This design comes from an exercise in tuning for small area and a short achievable clock period on the open sky130 flow, not from production work. In this exercise RTL edits were held to simulation tests only and were not proved equivalent to the original. Power and IR drop assume default switching activity.

==> juniper: inputs <==
// fir_filter
module fir_filter (
    input  logic        clk,
    input  logic        reset,
    input  logic [15:0] data_in,
    output logic [15:0] data_out
);
logic [15:0] x[8:0];
logic [16:0] p0, p1, p2, p3, p4;
logic [106:0] s0;
logic [47:0] s1;
wire w1 = 1'b1 ^ p0[0] ^ ~p1[0];
wire w2 = (1'b1 & p0[0]) | (1'b1 & ~p1[0]) | (p0[0] & ~p1[0]);
wire w3 = p2[0] ^ p4[0] ^ w1;
wire w4 = (p2[0] & p4[0]) | (p2[0] & w1) | (p4[0] & w1);
wire w5 = 1'b1 ^ p0[1] ^ ~p1[1];
wire w6 = (1'b1 & p0[1]) | (1'b1 & ~p1[1]) | (p0[1] & ~p1[1]);
wire w7 = p2[1] ^ ~p3[0] ^ p4[1];
wire w8 = (p2[1] & ~p3[0]) | (p2[1] & p4[1]) | (~p3[0] & p4[1]);
wire w9 = w2 ^ w5 ^ w7;
wire w10 = (w2 & w5) | (w2 & w7) | (w5 & w7);
wire w11 = w4 ^ w9;
wire w12 = w4 & w9;
wire w13 = 1'b1 ^ p0[2] ^ ~p1[2];
wire w14 = (1'b1 & p0[2]) | (1'b1 & ~p1[2]) | (p0[2] & ~p1[2]);
wire w15 = ~p1[0] ^ p2[2] ^ ~p3[1];
wire w16 = (~p1[0] & p2[2]) | (~p1[0] & ~p3[1]) | (p2[2] & ~p3[1]);
wire w17 = p4[2] ^ p4[0] ^ w6;
  ...
Settings: LEC_CHECK=0, CAP_MARGIN=20, CORE_MARGIN=2, CORE_UTILIZATION=40, CTS_CLUSTER_SIZE=30, SETUP_SLACK_MARGIN=4.3, SLEW_MARGIN=20; clock period 7.0 ns.
standard.sh (not shown) runs the stock make flow with config.mk's settings and CLKGATE_MAP_FILE= SYNTH_SCRIPT=/design/flow/synth_recipe.tcl, a recipe that flattens the netlist after the stock synthesis.
==> flow/flow/run.sh <==
#!/bin/bash
# Own layout flow: the standard ORFS flow (standard.sh), with two changes:
#  - after the standard synthesis (synth_recipe.tcl, unchanged) has written the
#    netlist, flow/fixinv.py removes the inverters Yosys leaves around full adders
#    (a full adder is self-dual, so complementing all its pins keeps its function);
#    registers are not touched;
#  - extra ORFS settings exported from flow/env.sh (port buffer cell etc.).
# Each tool's output goes to a log file in this folder (ORFS keeps its own per-step
# logs under orfs/logs).
set -euo pipefail
HERE=$(pwd)
cp synth_recipe.tcl my_synth.tcl
cat >> my_synth.tcl <<EOS
exec python3 $HERE/flow/fixinv.py \$::env(RESULTS_DIR)/1_2_yosys.v \$::env(RESULTS_DIR)/1_2_yosys.v 2> $HERE/fixinv.log
EOS
sed "s#SYNTH_SCRIPT=[^ ]*#SYNTH_SCRIPT=$HERE/my_synth.tcl#" standard.sh > my_standard.sh
if [[ -f flow/env.sh ]]; then source flow/env.sh; fi
bash my_standard.sh > flow_make.log 2>&1
Other scripts of this flow, unchanged in this note and not shown: flow/flow/env.sh, flow/flow/fixinv.py
==> inputs of maple, as changes to juniper <==
Settings changed: CTS_BUF_LIST from default to sky130_fd_sc_hd__clkbuf_8, CTS_CLUSTER_SIZE 30 to default.
==> run_results.csv <==
group,metric,value,unit
run_status,status,"complete, no violations",
detailed_routing,drtIter0Drc,663,
power,powerDensity,548,nW/um2
worst_setup_path,worstPathRequired,7.43,ns
timing,fin_crit,2.75,ns
worst_setup_path,slowest_delay,0.56,ns
cells_and_area,num_antenna_cells,0,
cells_and_area,postLayoutCoreUtil,47.2,%
power,p_leak,11.5,nW
detailed_routing,dr_wl_met3,2230,um
cells_and_area,multiInputGateArea,12400,um2
global_route,antenna_found_initial,1,
worst_setup_path,crit_cells,5,
cells_and_area,buffer_area_share,3.04,%
detailed_routing,wl_per_cell,22.1,um
global_route,grt_pass1_vias,13500,
power,power.net_switching,5.86,mW
power,p_seq_share,27.0,%
cells_and_area,clk_share,5.65,%
# the run above: juniper

==> run_results.csv <==
group,metric,value,unit
cells_and_area,buffer_area_share,3.30,%
global_route,grt_pass1_vias,13900,
power,p_leak,11.6,nW
power,p_seq_share,27.2,%
cells_and_area,multiInputGateArea,12400,um2
global_route,antenna_found_initial,2,
cells_and_area,num_antenna_cells,1,
timing,fin_crit,2.76,ns
run_status,status,"complete, no violations",
# the run above: maple


* * *

==> inputs of run E <==
Starting RTL as in the previous note.
// fir_filter
module fir_filter (
    input  logic        clk,
    input  logic        reset,
    input  logic [15:0] data_in,
    output logic [15:0] data_out
);
clock: 7.0 ns
lec_check: 0
abc_clock_period_in_ps: 2500
cap_margin: 20
core_margin: 2
core_utilization: 40
setup_slack_margin: 4.3
slew_margin: 20
run.sh (not shown) runs the stock make flow with config.mk's settings and CLKGATE_MAP_FILE= SYNTH_SCRIPT=/design/flow/synth_recipe.tcl, a recipe that flattens the netlist after the stock synthesis.
Stock flow here: none of the scripts above is used.
==> run P (differences from run E) <==
- ABC_CLOCK_PERIOD_IN_PS: 2500 -> not set
- SETUP_SLACK_MARGIN: 4.3 -> not set
==> run summary <==
item                                                                           run P                    run E
DRT Wirelength                                                         54200 microns            57200 microns
Fraction of area in multi-input gates                                          44.7%                    43.9%
Number of cells on the critical path                                              10                        8
Relative area of non-clock buffer cells in the final design                    1.62%                    4.93%
GR met1 Demand/Resource                                                        25.8%                    26.9%
Static leakage power                                                         12.8 nW                  13.3 nW
Met2 layer wire length in the routed design                            26300 microns            27600 microns
Drt first-iter violations                                                        602                      746
Drt via density                                                                 4.64                     4.67
Internal power                                                               8.33 mW                  8.95 mW
Outcome                                                      complete, no violations  complete, no violations
Share of power burned in the clock network                                     16.7%                    16.8%
Worst setup path start                                                    data_in[0]                    p2[8]

* * *

==> lagoon: inputs <==
fir_filter, a different RTL version from the one above (not shown whole).
clock: 7.0 ns
lec_check: 0
cap_margin: 20
core_margin: 2
core_utilization: 60
cts_cluster_diameter: 120
cts_cluster_size: 30
place_density: 0.7
setup_slack_margin: 4.0
slew_margin: 20
standard.sh (not shown) runs the stock make flow with config.mk's settings and CLKGATE_MAP_FILE= SYNTH_SCRIPT=/design/flow/synth_recipe.tcl, a recipe that flattens the netlist after the stock synthesis.
==> flow/flow/run.sh <==
#!/bin/bash
# Own layout flow: the standard ORFS flow (standard.sh), with two changes:
#  - synthesis skips the fine-grained 'abc -fast' pre-mapping (see below), and after it
#    has written the netlist, flow/fixinv.py removes the inverters Yosys leaves around full adders
#    (a full adder is self-dual, so complementing all its pins keeps its function);
#    registers are not touched;
#  - extra ORFS settings exported from flow/env.sh (port buffer cell etc.).
# Each tool's output goes to a log file in this folder (ORFS keeps its own per-step
# logs under orfs/logs).
set -euo pipefail
HERE=$(pwd)
# The standard flow's synthesis script, with Yosys's fine-grained 'abc -fast' pre-mapping skipped
# (-noabc), so the explicit full adders of the RTL reach extract_fa as written; the
# final ABC mapping of synth.tcl still runs. Registers are mapped exactly as before.
sed '1s/yosys synth -nofsm -noshare/yosys synth -nofsm -noshare -noabc/' synth_recipe.tcl > my_synth.tcl
grep -q -- '-noabc' my_synth.tcl
cat >> my_synth.tcl <<EOS
exec python3 $HERE/flow/fixinv.py \$::env(RESULTS_DIR)/1_2_yosys.v \$::env(RESULTS_DIR)/1_2_yosys.v 2> $HERE/fixinv.log
EOS
sed "s#SYNTH_SCRIPT=[^ ]*#SYNTH_SCRIPT=$HERE/my_synth.tcl#" standard.sh > my_standard.sh
if [[ -f flow/env.sh ]]; then source flow/env.sh; fi
bash my_standard.sh > flow_make.log 2>&1
Other scripts of this flow, unchanged in this note and not shown: flow/flow/env.sh, flow/flow/fixinv.py
==> fjord: changes against lagoon <==
- SETUP_SLACK_MARGIN: 4.0 -> 4.6
==> garnet: changes against lagoon <==
- SETUP_SLACK_MARGIN: 4.0 -> 4.3
==> run summary <==
Crit path top cell by count=fa_1; Gate power share=58.7%; status=no timing/DRC/antenna violations; final hold slack=357 ps; Filler cells=2,612; share of cells above drive strength 1=10.6%; Hold Path End=x9h[4]; Overall Power=12.7 mW
That was lagoon.
==> run summary <==
Gate power share=between 60% and 70%; crit-path cells=fa_2 -> fa_1 -> fa_2 -> fa_2; Hold Path End=x9h[2]; Slew Limit Fails=0; Overall Power=roughly 14 mW; final hold slack=356 ps; Filler cells=2,294; status=no timing/DRC/antenna violations; Crit path top cell by count=fa_2; share of cells above drive strength 1=between 40% and 50%
That was fjord.
==> run summary <==
Place WS=3750 ps; Crit path top cell by count=fa_2; Post-Layout Cell Count=1,863; status=no timing/DRC/antenna violations; share of cells above drive strength 1=a little under a quarter; buffer share of cell area=about 2.4%; Clk Latency, worst-skew pair=around 530 ps; clock root buffer=clkbuf_16; final hold slack=358 ps; DPL Wire Length=35,300 um; CP required=7470 ps; Hold Path End=x9h[7]; Filler cells=2,486
That was garnet.

re-timing with driven ports:
In the flow no input, the clock included, has a driving cell. The finished layouts below were timed again as built, in two steps. Step 1 assumes that a clkbuf_16 drives the clock port and a buf_2 every other input. Step 2 also shifts input and output timing later by t, the mid clock arrival at the registers, as if the neighbouring blocks saw the same clock. a / b / c = ideal / step 1 / step 2; a / b = the first two.
| run | t, ns | setup WS [ns] | hold slack, ns | slew at the worst register clock pin (ns) | cell pins on the clock port's net |
|---|---|---|---|---|---|
| juniper | 0.623 | 4.246 / 4.246 / 3.710 | 0.381 / 0.381 / 0.381 | 0.07 / 0.07 | 1 |
| maple | 0.690 | 4.239 / 4.239 / 3.644 | 0.376 / 0.376 / 0.376 | 0.07 / 0.07 | 1 |
| run E | 0.633 | 4.123 / 4.123 / 3.749 | 0.380 / 0.380 / 0.380 | 0.06 / 0.06 | 1 |
| run P | 0.627 | 3.440 / 3.480 / 2.853 | 0.373 / 0.373 / 0.373 | 0.06 / 0.06 | 1 |
| lagoon | 0.583 | 4.076 / 4.076 / 3.776 | 0.357 / 0.357 / 0.357 | 0.11 / 0.11 | 1 |
| fjord | 0.581 | 4.237 / 4.237 / 3.824 | 0.356 / 0.356 / 0.356 | 0.11 / 0.11 | 1 |
| garnet | 0.575 | 4.259 / 4.259 / 3.800 | 0.358 / 0.358 / 0.358 | 0.11 / 0.11 | 1 |
After both steps setup and hold are still met in every run listed. The setup slack of maple, which loses most, moves by 0.000 ns with the drivers and by -0.595 ns with both steps.
